From an optimization exercise on the open Yosys and OpenROAD flow, aimed at small area and a short achievable clock period; shortcuts taken in it are not production practice. Where RTL was checked, it was by simulation tests only, not by an equivalence proof against the original.

## divider
module divider (input logic [15:0] N,D,IA0,IA1,IA2,IA3,
                input logic clk, reset, kSave, nSave, dSave, kNextSel,
                input logic [1:0] muxSelB,
                output logic [15:0] quotient, remainder);
  logic [15:0] n, d, k, left, right, p;
  logic s0, s1, s2, s3, sk;
  assign s0 = ~reset & kNextSel & (D[14:13] == 2'd0);
  assign s1 = ~reset & kNextSel & (D[14:13] == 2'd1);
  assign s2 = ~reset & kNextSel & (D[14:13] == 2'd2);
  assign s3 = ~reset & kNextSel & (D[14:13] == 2'd3);
  assign sk = ~reset & ~kNextSel;
  assign left = ({16{s0}} & IA0) | ({16{s1}} & IA1) | ({16{s2}} & IA2) | ({16{s3}} & IA3)
              | ({16{sk}} & k);
  always_comb
    case (muxSelB)
      2'd0: right = N;
      2'd1: right = D;
      2'd2: right = n;
      default: right = d;
    endcase
  multiplier mult(.x(left), .y(right), .p(p));
  always_ff @(posedge clk) begin
    if (nSave | reset) n <= p;
    if (dSave | reset) d <= p;
    if (kSave | reset) k <= ~(p | {16{reset}});
    if (nSave | reset) quotient <= n & {16{~reset}};
  end
  assign remainder = 16'b0;
endmodule
clock: 18.0 ns
lec_check: 0
cap_margin: 20
core_margin: 2
core_utilization: 40
cts_buf_list: sky130_fd_sc_hd__clkbuf_8
slew_margin: 20
standard.sh (not shown) runs the stock make flow with config.mk's settings and CLKGATE_MAP_FILE= SYNTH_SCRIPT=/design/flow/synth_recipe.tcl, a recipe that flattens the netlist after the stock synthesis.
==> flow/flow/run.sh <==
#!/bin/bash
# Own layout flow: the standard flow (standard.sh) with these changes:
#  - synthesis keeps the full-adder and half-adder modules (fa, ha) as their own modules so
#    each becomes one sky130 fa/ha cell, and extracts adders only inside them (not in the rest
#    of the logic, e.g. the final carry-lookahead adder); the netlist is then flattened and
#    renamed exactly as the standard synthesis script does;
#  - the remaining logic is mapped with flow/abc.script (area-oriented &nf mapping);
#  - port buffers are small buf cells instead of the default delay-buffer cell;
#  - timing repair aims for extra setup margin (SETUP_SLACK_MARGIN).
set -euo pipefail
W=$PWD
export SYNTH_KEEP_MODULES="fa ha"
export BUFFER_PORTS_ARGS="-buffer_cell sky130_fd_sc_hd__buf_1"
export ABC_AREA=1
export SETUP_SLACK_MARGIN=8.4
sed 's#^  extract_fa {\*}\[dont_use_extract_fa_args\]$#  extract_fa {*}[dont_use_extract_fa_args] fa ha#' \
  "$FLOW_HOME/scripts/synth.tcl" > "$W/synth_mod.tcl"
grep -q 'extract_fa {\*}\[dont_use_extract_fa_args\] fa ha' "$W/synth_mod.tcl"
# abc: our own mapping script (flow/abc.script) in place of ORFS's
sed -i 's#^  log_cmd abc {\*}\$abc_args$#  set abc_args [lreplace $abc_args 1 1 $::env(OWN_ABC_SCRIPT)]\n&#' "$W/synth_mod.tcl"
grep -q 'OWN_ABC_SCRIPT' "$W/synth_mod.tcl"
export OWN_ABC_SCRIPT="$W/flow/abc.script"
sed "s#\$::env(SCRIPTS_DIR)/synth.tcl#$W/synth_mod.tcl#" "$W/synth_recipe.tcl" > "$W/own_synth.tcl"
grep -q "source $W/synth_mod.tcl" "$W/own_synth.tcl"
sed "s#SYNTH_SCRIPT=[^ ]*#SYNTH_SCRIPT=$W/own_synth.tcl#" "$W/standard.sh" > "$W/own_standard.sh"
grep -q "SYNTH_SCRIPT=$W/own_synth.tcl" "$W/own_standard.sh"
bash "$W/own_standard.sh" > "$W/standard_flow.log" 2>&1
==> flow/flow/abc.script <==
strash
dch
map -B 0.9
topo
stime -c
Edit:
==> flow/flow/run.sh (replaced) <==
#!/bin/bash
# Own layout flow: the standard flow (standard.sh) with two changes:
#  - the full-adder and half-adder modules (fa, ha) are kept as their own modules through
#    synthesis, so each becomes one sky130 fa/ha cell, and the netlist is flattened at the end
#    as the standard synthesis does;
#  - port buffers are buf_2 cells instead of the default delay-buffer cell.
set -euo pipefail
W=$PWD
export SYNTH_KEEP_MODULES="fa ha"
export BUFFER_PORTS_ARGS="-buffer_cell sky130_fd_sc_hd__buf_1"
export CTS_BUF_LIST=sky130_fd_sc_hd__clkbuf_4
export SETUP_SLACK_MARGIN=8
export ABC_AREA=1
bash "$W/standard.sh" > "$W/standard_flow.log" 2>&1
--- a/flow/config.mk
+++ b/flow/config.mk
@@ -10,3 +10,2 @@
 export CORE_UTILIZATION = 40
-export CTS_BUF_LIST = sky130_fd_sc_hd__clkbuf_8
 export SLEW_MARGIN = 20
removed: flow/flow/abc.script
Outcome:
- The changed run produced a clean layout
- global-route usage came out lower by 1.1 points
- setup slack got worse by 0.46 ns
- hold slack got worse by 0.025 ns
- clock skew stays flat
- final area goes down by about 1.5%
- wire length drops by 1.2%
- via count falls by 4.6%
- synthesized area went up by about 5%
Edit:
--- a/flow/flow/run.sh
+++ b/flow/flow/run.sh
@@ -10,4 +10,4 @@
 export BUFFER_PORTS_ARGS="-buffer_cell sky130_fd_sc_hd__buf_1"
-export CTS_BUF_LIST=sky130_fd_sc_hd__clkbuf_4
-export SETUP_SLACK_MARGIN=8
+export CTS_BUF_LIST=sky130_fd_sc_hd__clkbuf_8
+export SETUP_SLACK_MARGIN=8.5
 export ABC_AREA=1
Result:
- The changed run went through all stages and came out clean
- first-iteration DRC count is lower by roughly a tenth
- final area grows by a few percent
- count of clock-buffer cells in the layout stays the same
- worst setup slack is better by 0.36 ns
- global-route usage climbs by 0.22 points
- die area stays the same
- cell count climbs by a few percent
Edit:
==> flow/flow/run.sh (replaced) <==
#!/bin/bash
# Own layout flow: the standard flow (standard.sh) with these changes:
#  - synthesis keeps the full-adder and half-adder modules (fa, ha) as their own modules so
#    each becomes one sky130 fa/ha cell, and extracts adders only inside them (not in the rest
#    of the logic, e.g. the final carry-lookahead adder); the netlist is then flattened and
#    renamed exactly as the standard synthesis script does;
#  - the remaining logic is mapped with flow/abc.script (ABC map with area recovery, no
#    buffering or sizing: the layout's repair sizes cells with real wire loads);
#  - port buffers are small buf cells instead of the default delay-buffer cell;
#  - timing repair aims for extra setup margin (SETUP_SLACK_MARGIN).
set -euo pipefail
W=$PWD
export SYNTH_KEEP_MODULES="fa ha"
export BUFFER_PORTS_ARGS="-buffer_cell sky130_fd_sc_hd__buf_1"
export ABC_AREA=1
export SETUP_SLACK_MARGIN=8.4
sed 's#^  extract_fa {\*}\[dont_use_extract_fa_args\]$#  extract_fa {*}[dont_use_extract_fa_args] fa ha#' \
  "$FLOW_HOME/scripts/synth.tcl" > "$W/synth_mod.tcl"
grep -q 'extract_fa {\*}\[dont_use_extract_fa_args\] fa ha' "$W/synth_mod.tcl"
# abc: our own mapping script (flow/abc.script) in place of ORFS's
sed -i 's#^  log_cmd abc {\*}\$abc_args$#  set abc_args [lreplace $abc_args 1 1 $::env(OWN_ABC_SCRIPT)]\n&#' "$W/synth_mod.tcl"
grep -q 'OWN_ABC_SCRIPT' "$W/synth_mod.tcl"
export OWN_ABC_SCRIPT="$W/flow/abc.script"
sed "s#\$::env(SCRIPTS_DIR)/synth.tcl#$W/synth_mod.tcl#" "$W/synth_recipe.tcl" > "$W/own_synth.tcl"
grep -q "source $W/synth_mod.tcl" "$W/own_synth.tcl"
sed "s#SYNTH_SCRIPT=[^ ]*#SYNTH_SCRIPT=$W/own_synth.tcl#" "$W/standard.sh" > "$W/own_standard.sh"
grep -q "SYNTH_SCRIPT=$W/own_synth.tcl" "$W/own_standard.sh"
bash "$W/own_standard.sh" > "$W/standard_flow.log" 2>&1
==> flow/flow/abc.script (new file) <==
strash
dch
map -B 0.9
topo
stime -c
--- a/flow/config.mk
+++ b/flow/config.mk
@@ -10,2 +10,4 @@
 export CORE_UTILIZATION = 40
+export CTS_BUF_LIST = sky130_fd_sc_hd__clkbuf_8
+export GPL_TIMING_DRIVEN = 1
 export SLEW_MARGIN = 20
Outcome: The changed run completed with no timing, DRC or antenna violations; non-clock buffer count falls by 26; global-route usage rises by 0.92 points; sequential cell count is unchanged; hold slack improved by 0.041 ns; fmax rises by about 1.1%; wire length falls by 0.95%; first-iteration DRC count rises by about 0.47%.

---

== run 1 ==
Starting RTL as in the previous note.
Settings: LEC_CHECK=0, CAP_MARGIN=20, CORE_MARGIN=2, CORE_UTILIZATION=40, CTS_BUF_LIST=sky130_fd_sc_hd__clkbuf_8, CTS_CLUSTER_DIAMETER=150, CTS_CLUSTER_SIZE=32, SLEW_MARGIN=20; clock period 18.0 ns.
==> flow/flow/run.sh <==
#!/bin/bash
# Own layout flow: the standard flow (standard.sh) with these changes:
#  - synthesis keeps the full-adder and half-adder modules (fa, ha) as their own modules so
#    each becomes one sky130 fa/ha cell, and extracts adders only inside them (not in the rest
#    of the logic, e.g. the final carry-lookahead adder); the netlist is then flattened and
#    renamed exactly as the standard synthesis script does;
#  - the remaining logic is mapped with flow/abc.script (ABC map with area recovery, no
#    buffering or sizing: the layout's repair sizes cells with real wire loads);
#  - port buffers are small buf cells instead of the default delay-buffer cell;
#  - timing repair aims for extra setup margin (SETUP_SLACK_MARGIN).
set -euo pipefail
W=$PWD
export SYNTH_KEEP_MODULES="fa ha"
export BUFFER_PORTS_ARGS="-buffer_cell sky130_fd_sc_hd__buf_1"
export ABC_AREA=1
export SETUP_SLACK_MARGIN=8.4
sed 's#^  extract_fa {\*}\[dont_use_extract_fa_args\]$#  extract_fa {*}[dont_use_extract_fa_args] fa ha#' \
  "$FLOW_HOME/scripts/synth.tcl" > "$W/synth_mod.tcl"
grep -q 'extract_fa {\*}\[dont_use_extract_fa_args\] fa ha' "$W/synth_mod.tcl"
# abc: our own mapping script (flow/abc.script) in place of ORFS's
sed -i 's#^  log_cmd abc {\*}\$abc_args$#  set abc_args [lreplace $abc_args 1 1 $::env(OWN_ABC_SCRIPT)]\n&#' "$W/synth_mod.tcl"
grep -q 'OWN_ABC_SCRIPT' "$W/synth_mod.tcl"
export OWN_ABC_SCRIPT="$W/flow/abc.script"
sed "s#\$::env(SCRIPTS_DIR)/synth.tcl#$W/synth_mod.tcl#" "$W/synth_recipe.tcl" > "$W/own_synth.tcl"
grep -q "source $W/synth_mod.tcl" "$W/own_synth.tcl"
sed "s#SYNTH_SCRIPT=[^ ]*#SYNTH_SCRIPT=$W/own_synth.tcl#" "$W/standard.sh" > "$W/own_standard.sh"
grep -q "SYNTH_SCRIPT=$W/own_synth.tcl" "$W/own_standard.sh"
bash "$W/own_standard.sh" > "$W/standard_flow.log" 2>&1
==> flow/flow/abc.script <==
strash
dch
map -B 0.9
topo
stime -c
Run 1 completed every stage of the flow, and the final layout passed the timing, design-rule and antenna checks.
Changes in run 2 relative to run 1:
Settings: clearing CTS_CLUSTER_SIZE, which used to be 32; clearing CTS_CLUSTER_DIAMETER, which used to be 150.
==> flow/flow/abc.script <==
strash
dch
map -D 2000
topo
stime -c
Run 2 vs run 1: die area up. Run 2 vs run 1 — wire length climbed by more than 10%. Average footprint of a synthesized cell: run 2 vs run 1, no meaningful difference. Higher data arrival time of the critical path goes to run 2 over run 1. Synthesized cell count was lower in run 1 than in run 2. Number of buffers inserted by post-CTS setup repair (run 2 over run 1): increase, 2.
Edits applied to the flow inputs when going from run 2 to run 3:
diff --git a/flow/flow/run.sh b/flow/flow/run.sh
--- a/flow/flow/run.sh
+++ b/flow/flow/run.sh
@@ -15,3 +15,3 @@
 export ABC_AREA=1
-export SETUP_SLACK_MARGIN=8.4
+export SETUP_SLACK_MARGIN=8.6
 sed 's#^  extract_fa {\*}\[dont_use_extract_fa_args\]$#  extract_fa {*}[dont_use_extract_fa_args] fa ha#' \
==> flow/flow/abc.script <==
strash
dch
map -B 0.9
topo
stime -c
[summary]
Global routing met1 resource utilization, run 3 and run 2: higher on run 3. What run 3 reported for pin count of the biggest net entering global routing has to be multiplied by 0.846 to get the figure for run 2.
> inputs changed (run 3 -> run 4)
diff --git a/flow/flow/run.sh b/flow/flow/run.sh
--- a/flow/flow/run.sh
+++ b/flow/flow/run.sh
@@ -15,3 +15,3 @@
 export ABC_AREA=1
-export SETUP_SLACK_MARGIN=8.6
+export SETUP_SLACK_MARGIN=8.4
 sed 's#^  extract_fa {\*}\[dont_use_extract_fa_args\]$#  extract_fa {*}[dont_use_extract_fa_args] fa ha#' \
==> flow/flow/abc.script <==
strash
dch -f
map -a
topo
stime -c
Results
- Every stage of the flow completed for run 4, and the final layout passed the timing, design-rule and antenna checks.
- Diff run 3..run 4 | starting utilization of the core area | negligible
- Run 3 and run 4 ended up with roughly the same residual antenna-violating net count after detailed routing.
- The lower post-synthesis share of cell area spent on xor and xnor gates of run 3 and run 4 is in run 3.
- Of run 3 and run 4, the run reporting the lower sequential share of layout area was run 4.
- Run 4 vs run 3: final area up
- Total met2 wirelength after detailed routing, run 3 and run 4: lower on run 3
- Between run 3 and run 4, the hold slack figures differ only marginally.
- Comparing run 3 and run 4, number of buffers added for setup after CTS is lower on run 3.

---

divider, a different RTL version from the one above (not shown whole).
Size in the first run: roughly 140 I/O pins, ~0.0090 mm² of cells after synthesis.
clock: 18.0 ns
lec_check: 0
cap_margin: 20
core_margin: 2
core_utilization: 40
cts_buf_list: sky130_fd_sc_hd__clkbuf_8
slew_margin: 20
==> flow/flow/run.sh <==
#!/bin/bash
# Own layout flow: the standard flow (standard.sh) with these changes:
#  - synthesis keeps the full-adder and half-adder modules (fa, ha) as their own modules so
#    each becomes one sky130 fa/ha cell, and extracts adders only inside them (not in the rest
#    of the logic, e.g. the final carry-lookahead adder); the netlist is then flattened and
#    renamed exactly as the standard synthesis script does;
#  - the remaining logic is mapped with flow/abc.script (ABC map with area recovery, no
#    buffering or sizing: the layout's repair sizes cells with real wire loads);
#  - port buffers are small buf cells instead of the default delay-buffer cell;
#  - timing repair aims for extra setup margin (SETUP_SLACK_MARGIN).
set -euo pipefail
W=$PWD
export SYNTH_KEEP_MODULES="fa ha"
export BUFFER_PORTS_ARGS="-buffer_cell sky130_fd_sc_hd__buf_1"
export ABC_AREA=1
export SETUP_SLACK_MARGIN=8.6
sed 's#^  extract_fa {\*}\[dont_use_extract_fa_args\]$#  extract_fa {*}[dont_use_extract_fa_args] fa ha#' \
  "$FLOW_HOME/scripts/synth.tcl" > "$W/synth_mod.tcl"
grep -q 'extract_fa {\*}\[dont_use_extract_fa_args\] fa ha' "$W/synth_mod.tcl"
# abc: our own mapping script (flow/abc.script) in place of ORFS's
sed -i 's#^  log_cmd abc {\*}\$abc_args$#  set abc_args [lreplace $abc_args 1 1 $::env(OWN_ABC_SCRIPT)]\n&#' "$W/synth_mod.tcl"
grep -q 'OWN_ABC_SCRIPT' "$W/synth_mod.tcl"
export OWN_ABC_SCRIPT="$W/flow/abc.script"
sed "s#\$::env(SCRIPTS_DIR)/synth.tcl#$W/synth_mod.tcl#" "$W/synth_recipe.tcl" > "$W/own_synth.tcl"
grep -q "source $W/synth_mod.tcl" "$W/own_synth.tcl"
sed "s#SYNTH_SCRIPT=[^ ]*#SYNTH_SCRIPT=$W/own_synth.tcl#" "$W/standard.sh" > "$W/own_standard.sh"
grep -q "SYNTH_SCRIPT=$W/own_synth.tcl" "$W/own_standard.sh"
bash "$W/own_standard.sh" > "$W/standard_flow.log" 2>&1
==> flow/flow/abc.script <==
strash
dch
map -B 0.9
topo
stime -c
Change:
--- a/flow/flow/run.sh
+++ b/flow/flow/run.sh
@@ -14,5 +14,5 @@
 export BUFFER_PORTS_ARGS="-buffer_cell sky130_fd_sc_hd__buf_1"
 export ABC_AREA=1
-export SETUP_SLACK_MARGIN=8.6
+export SETUP_SLACK_MARGIN=8.4
 sed 's#^  extract_fa {\*}\[dont_use_extract_fa_args\]$#  extract_fa {*}[dont_use_extract_fa_args] fa ha#' \
   "$FLOW_HOME/scripts/synth.tcl" > "$W/synth_mod.tcl"
The new run went through all stages and came out clean.
Wire length came out lower by 0.85%.
Sequential cell count stays the same.
Non-clock buffer count is lower by 28.
Sequential share of layout area rises by 0.68 points.
Worst setup slack degrades by 0.24 ns.
Function was not checked in any run of this note: the RTL went through the layout flow alone.

==> static timing again, ports no longer ideal <==
In the flow no input, the clock included, has a driving cell. The finished layouts below were timed again as built, in two steps. Step 1: set_driving_cell puts a clkbuf_16 on clk and a buf_2 on each other input, an assumption about the parent block. Step 2, shift: input delay + t, output delay - t, t = (earliest + latest rising clock arrival at the registers) / 2. This alone moves slack from input paths to output paths. Slacks: ideal ports / drivers / drivers and shift; pairs: ideal ports / drivers.
| run | shift t [ns] | setup slack, ns | slew at the worst register clock pin (ns) | worst slew at a driven data input, ns |
|---|---|---|---|---|
| the first run of note 1 | 0.370 | 8.828 / 8.834 / 8.464 | 0.08 / 0.08 | 0.04 |
| the second run of note 1 | 0.449 | 8.369 / 8.374 / 7.925 | 0.12 / 0.12 | 0.04 |
| the third run of note 1 | 0.368 | 8.729 / 8.725 / 8.356 | 0.07 / 0.07 | 0.05 |
| the fourth run of note 1 | 0.370 | 8.828 / 8.834 / 8.464 | 0.08 / 0.08 | 0.04 |
| run 1 | 0.370 | 8.828 / 8.834 / 8.464 | 0.08 / 0.08 | 0.04 |
| run 2 | 0.366 | 8.637 / 8.644 / 8.278 | 0.08 / 0.08 | 0.04 |
| run 3 | 0.377 | 8.860 / 8.867 / 8.490 | 0.07 / 0.07 | 0.05 |
| run 4 | 0.373 | 8.581 / 8.588 / 8.215 | 0.08 / 0.08 | 0.06 |
| the first run of note 3 | 0.381 | 8.992 / 8.989 / 8.608 | 0.08 / 0.08 | 0.07 |
| the second run of note 3 | 0.387 | 8.754 / 8.761 / 8.374 | 0.09 / 0.09 | 0.05 |
After both steps setup and hold are still met in every run listed. For the second run of note 1, which loses most, drivers alone change the setup slack by +0.005 ns; drivers and shift together by -0.444 ns.
